Background: an optimization exercise with open tools, aiming at small area, a short achievable clock period and few clock cycles. Do not read the settings as production practice. At most, simulation tests tie the RTL to the original design; equivalence was not proved. Power figures rest on the tool's default switching activity, not on a simulated workload.

Design SimpleCPU, start of the top module:
module SimpleCPU(clk, rst, data_fromRAM, wrEn, addr_toRAM, data_toRAM);
Size in the first run: ~1,100 cells after synthesis, about 140 flip-flops, roughly 77 I/O pins, roughly 8400 µm² of cells after synthesis.
==> flow/config.mk <==
export PLATFORM = sky130hd
export DESIGN_NAME = SimpleCPU
export DESIGN_NICKNAME = SimpleCPU
export VERILOG_FILES = /design/flow/design.v
export SDC_FILE = /design/flow/constraint.sdc
export NUM_CORES = 4
export LEC_CHECK = 0
export ABC_AREA = 1
export CAP_MARGIN = 20
export CORE_MARGIN = 2
export CORE_UTILIZATION = 40
export SLEW_MARGIN = 20
==> flow/constraint.sdc <==
create_clock -name core_clock -period 11.0 [get_ports {clk}]
set_input_delay 2.2000 -clock core_clock [delete_from_list [all_inputs] [get_ports {clk}]]
set_output_delay 2.2000 -clock core_clock [all_outputs]
set_load 0.01 [all_outputs]
standard.sh (not shown) runs the stock make flow with config.mk's settings and CLKGATE_MAP_FILE= SYNTH_SCRIPT=/design/flow/synth_recipe.tcl, a recipe that flattens the netlist after the stock synthesis.
==> flow/flow/run.sh <==
#!/bin/bash
# The standard layout, with plain buffers instead of delay cells on the ports,
# and timing repair aimed at a shorter period than the clock's.
set -euo pipefail
export BUFFER_PORTS_ARGS="-buffer_cell sky130_fd_sc_hd__buf_2"
export SETUP_SLACK_MARGIN=7.75
bash standard.sh > standard.log 2>&1
Rerun with:
--- a/flow/flow/run.sh
+++ b/flow/flow/run.sh
@@ -5,3 +5,3 @@
 export BUFFER_PORTS_ARGS="-buffer_cell sky130_fd_sc_hd__buf_2"
-export SETUP_SLACK_MARGIN=7.75
+export SETUP_SLACK_MARGIN=7.8
 bash standard.sh > standard.log 2>&1
Result: Cell count is higher by 0.68%. Area after synthesis is unchanged. Hold slack is about the same. Global-route usage barely changes. Flip-flop and latch count is unchanged. Routed wire length goes up by 0.63%. Sequential share of layout area drops by 0.27 points.
No functional check of the RTL was part of any run of this note.

wip/garnet:
SimpleCPU, a different RTL version from the one above (not shown whole).
For scale: roughly 1100 cells after synthesis, roughly 77 I/O pins, roughly 8400 µm² of cells after synthesis.
export LEC_CHECK = 0
export ABC_AREA = 1
export CAP_MARGIN = 20
export CORE_MARGIN = 2
export CORE_UTILIZATION = 45
export SLEW_MARGIN = 20
create_clock -name core_clock -period 11.0 [get_ports {clk}]
==> flow/flow/run.sh <==
#!/bin/bash
# The standard layout, with plain buffers instead of delay cells on the ports,
# and timing repair aimed at a shorter period than the clock's.
set -euo pipefail
export BUFFER_PORTS_ARGS="-buffer_cell sky130_fd_sc_hd__buf_2"
export SETUP_SLACK_MARGIN=7.8
bash standard.sh > standard.log 2>&1
wip/garnet | status: complete | timing, DRC, antenna: pass
Testbench counts of wip/garnet, summed over its fixed seeds: cycles 252,232.
Here is what was changed in the inputs of wip/delta compared with wip/garnet.
==> flow/flow/run.sh <==
#!/bin/bash
# The standard layout, with plain buffers instead of delay cells on the ports,
# and timing repair aimed at a shorter period than the clock's.
set -euo pipefail
export BUFFER_PORTS_ARGS="-buffer_cell sky130_fd_sc_hd__buf_2"
export SETUP_SLACK_MARGIN=7.75
bash standard.sh > standard.log 2>&1
-- flow/config.mk --
<<< wip/garnet, line 9
export CAP_MARGIN = 20
export CORE_MARGIN = 2
export CORE_UTILIZATION = 45
export SLEW_MARGIN = 20
>>> wip/delta, line 9
export CAP_MARGIN = 20
export CORE_MARGIN = 2
export CORE_UTILIZATION = 50
export SLEW_MARGIN = 20
Delta (wip/delta minus wip/garnet): worst slack after detailed placement -0.050 ns, via count roughly the same, worst hold slack essentially unchanged.
Relative to wip/garnet, count of non-CTS buffers in the layout decreased by 1 in wip/delta.
Inputs modified between wip/delta and wip/sierra:
==> flow/flow/run.sh <==
#!/bin/bash
# The standard layout, with plain buffers instead of delay cells on the ports,
# and timing repair aimed at a shorter period than the clock's.
set -euo pipefail
export BUFFER_PORTS_ARGS="-buffer_cell sky130_fd_sc_hd__buf_2"
export SETUP_SLACK_MARGIN=7.85
bash standard.sh > standard.log 2>&1
-- flow/config.mk --
<<< wip/delta, line 9
export CAP_MARGIN = 20
export CORE_MARGIN = 2
export CORE_UTILIZATION = 50
export SLEW_MARGIN = 20
>>> wip/sierra, line 9
export CAP_MARGIN = 20
export CORE_MARGIN = 2
export CORE_UTILIZATION = 40
export CTS_BUF_LIST = sky130_fd_sc_hd__clkbuf_4 sky130_fd_sc_hd__clkbuf_8 sky130_fd_sc_hd__clkbuf_16
export SLEW_MARGIN = 20
==> notes.md <==
Min worst-case setup margin in the final layout across wip/delta and wip/sierra: wip/delta
Going from wip/delta to wip/sierra, number of clock buffers in the layout picked up an extra 4.3%; global-route usage lost 6.3 points.
Diff wip/delta -> wip/sierra: cell area increased by 2.1% relative to the old numbers; total number of vias stayed essentially flat.
wip/delta → wip/sierra: number of instances resized during post-cts repair has increased; first-pass GRT wire length flat; total power saw an increase; cell depth of the worst min-delay path barely changed; setup TNS held steady.
Here is what was changed in the inputs of wip/quartz compared with wip/sierra.
==> flow/flow/run.sh <==
#!/bin/bash
# The standard layout, with plain buffers instead of delay cells on the ports,
# and timing repair aimed at a shorter period than the clock's.
set -euo pipefail
export BUFFER_PORTS_ARGS="-buffer_cell sky130_fd_sc_hd__buf_2"
export SETUP_SLACK_MARGIN=7.8
bash standard.sh > standard.log 2>&1
-- flow/config.mk --
<<< wip/sierra, line 9
export CAP_MARGIN = 20
export CORE_MARGIN = 2
export CORE_UTILIZATION = 40
export CTS_BUF_LIST = sky130_fd_sc_hd__clkbuf_4 sky130_fd_sc_hd__clkbuf_8 sky130_fd_sc_hd__clkbuf_16
export SLEW_MARGIN = 20
>>> wip/quartz, line 9
export CAP_MARGIN = 20
export CORE_MARGIN = 2
export CORE_UTILIZATION = 35
export SLEW_MARGIN = 20
### Flow results
Taking wip/sierra as the reference, in wip/quartz non-clock buffer count down 4, minimum clock period up 0.041 ns, final cell count without fillers up about 3%, final routed wirelength across all metal layers up about 1%, number of nets with antenna violations after detailed routing flat. Looking at maximum net fanout on the critical path, wip/quartz sits 1 below wip/sierra. Across both runs, global routing usage on met1 was lower for wip/quartz than for wip/sierra. From wip/sierra to wip/quartz, count of unresolved DRC violations after routing did not move at all. Per the comparison of wip/quartz with wip/sierra, multi-input combinational cell count stayed essentially flat, overall power consumption rose by 2.0%, cell area after layout rose by 0.65%.
Changes in wip/harbor relative to wip/quartz:
==> flow/flow/run.sh <==
#!/bin/bash
# The standard layout, with plain buffers instead of delay cells on the ports,
# and timing repair aimed at a shorter period than the clock's.
set -euo pipefail
export BUFFER_PORTS_ARGS="-buffer_cell sky130_fd_sc_hd__buf_2"
export SETUP_SLACK_MARGIN=7.85
bash standard.sh > standard.log 2>&1
-- flow/config.mk --
<<< wip/quartz, line 9
export CAP_MARGIN = 20
export CORE_MARGIN = 2
export CORE_UTILIZATION = 35
export SLEW_MARGIN = 20
>>> wip/harbor, line 9
export CAP_MARGIN = 20
export CORE_MARGIN = 2
export CORE_UTILIZATION = 40
export CTS_BUF_LIST = sky130_fd_sc_hd__clkbuf_8
export SLEW_MARGIN = 20
Notes after the runs:
[wip/harbor] setup fix buffers added after clock tree synthesis rose 21 relative to wip/quartz
Re number of register bits inferred by synthesis: no difference whatsoever between wip/quartz and wip/harbor.
Comparing wip/harbor and wip/quartz, the higher sequential power is on wip/quartz.
Going from wip/quartz to wip/harbor, power went down; core utilization went up.
Per the comparison of wip/harbor with wip/quartz, net switching fraction of the power went up by 1.5 points, number of tapcells went down by 49.
wip/harbor does worse than wip/quartz on number of vias after detailed routing.
Comparing wip/harbor and wip/quartz, area of combinational cells with multiple inputs is lower on wip/harbor.
Looking at part of the cycle the worst path needs, wip/harbor sits 0.66 points lower than wip/quartz does.
Of wip/harbor and wip/quartz, the higher worst path setup slack after routing belongs to wip/harbor.

Another version of the RTL of SimpleCPU (not shown whole).
Size: about 1100 cells after synthesis, roughly 77 I/O pins.
// SimpleCPU
module SimpleCPU(clk, rst, data_fromRAM, wrEn, addr_toRAM, data_toRAM);
Settings: LEC_CHECK=0, ABC_AREA=1, CAP_MARGIN=65, CORE_MARGIN=2, CORE_UTILIZATION=40, SETUP_SLACK_MARGIN=1.0, SLEW_MARGIN=65; clock period 11.0 ns.
run.sh (not shown) runs the stock make flow with config.mk's settings and CLKGATE_MAP_FILE= SYNTH_SCRIPT=/design/flow/synth_recipe.tcl, a recipe that flattens the netlist after the stock synthesis.
Stock flow here: none of the scripts above is used.
The first run went through all stages and came out clean.
Testbench counts at the start, summed over its fixed seeds: cycles 257,548.
Then changed:
==> flow/flow/run.sh (new file) <==
#!/bin/bash
# The standard layout, with plain buffers instead of delay cells on the ports,
# and timing repair aimed at a shorter period than the clock's.
set -euo pipefail
export BUFFER_PORTS_ARGS="-buffer_cell sky130_fd_sc_hd__buf_2"
export SETUP_SLACK_MARGIN=7.7
bash standard.sh > standard.log 2>&1
==> flow/standard.sh (new file) <==
#!/bin/bash
# synth_recipe.tcl (not shown) runs the flow's synth.tcl, then flattens the netlist and writes it again
# the make line also repeats each setting of config.mk as NAME=value (left out here)
make -C /OpenROAD-flow-scripts/flow DESIGN_CONFIG=/design/flow/config.mk WORK_HOME=/design/flow/orfs CLKGATE_MAP_FILE= SYNTH_SCRIPT=/design/flow/synth_recipe.tcl "${@:-finish}"
- CAP_MARGIN: 65 -> 20
- SETUP_SLACK_MARGIN: 1.0 -> default
- SLEW_MARGIN: 65 -> 20
removed: flow/run.sh
After rerunning:
- The new run produced a clean layout
- synthesized cell count is unchanged
- design area goes down by about 2.8%
- wire length came out higher by about 2.2%
- global-route usage is higher by 0.11 points
- total power came out higher by 0.61%
Then changed:
--- a/flow/flow/run.sh
+++ b/flow/flow/run.sh
@@ -5 +5 @@
-export BUFFER_PORTS_ARGS="-buffer_cell sky130_fd_sc_hd__buf_2"
+export BUFFER_PORTS_ARGS="-buffer_cell sky130_fd_sc_hd__buf_4"
- CAP_MARGIN: 20 -> 65
- SLEW_MARGIN: 20 -> 65
The changed run completed without violations; total power fell by about 1.3%; global-route usage fell by 0.21 points; final area rose by about 1.9%; routed wire length fell by about 3%; setup slack degrades by 0.036 ns; clock skew barely changes; cell count barely changes.

re-timing with driven ports:
The flow's constraints put no driver on any port. The routed layouts listed below were extracted and timed again, unchanged, in two steps.
Step 1: set_driving_cell puts a clkbuf_16 on clk and a buf_2 on each other input, an assumption about the parent block.
Step 2 moves the port delays by t, midway between the first and last clock arrival at a register: inputs arrive t later, outputs are due t later. That takes back most of the time a late clock gives input paths.
Three values: no drivers, after step 1, after step 2; two values: the first two.
run	t, ns	setup WS [ns]	slew at the worst register clock pin (ns)	cell pins on the clock port's net
the first run of note 1	0.472	7.740 / 7.695 / 7.390	0.06 / 0.06	1
the second run of note 1	0.472	7.788 / 7.742 / 7.401	0.06 / 0.06	1
wip/garnet	0.483	7.759 / 7.709 / 7.536	0.06 / 0.06	1
wip/delta	0.473	7.774 / 7.730 / 7.534	0.06 / 0.06	1
wip/sierra	0.477	7.803 / 7.756 / 7.570	0.06 / 0.06	1
wip/quartz	0.473	7.763 / 7.740 / 7.496	0.07 / 0.07	1
wip/harbor	0.499	7.835 / 7.793 / 7.522	0.10 / 0.10	1
the first run of note 3	0.478	7.247 / 7.200 / 7.123	0.07 / 0.07	1
the second run of note 3	0.483	7.709 / 7.658 / 7.473	0.08 / 0.08	1
the third run of note 3	0.490	7.673 / 7.622 / 7.528	0.07 / 0.07	1
After both steps setup and hold are still met in every run listed. The setup slack of the second run of note 1, which loses most, moves by -0.046 ns with the drivers and by -0.387 ns with both steps.
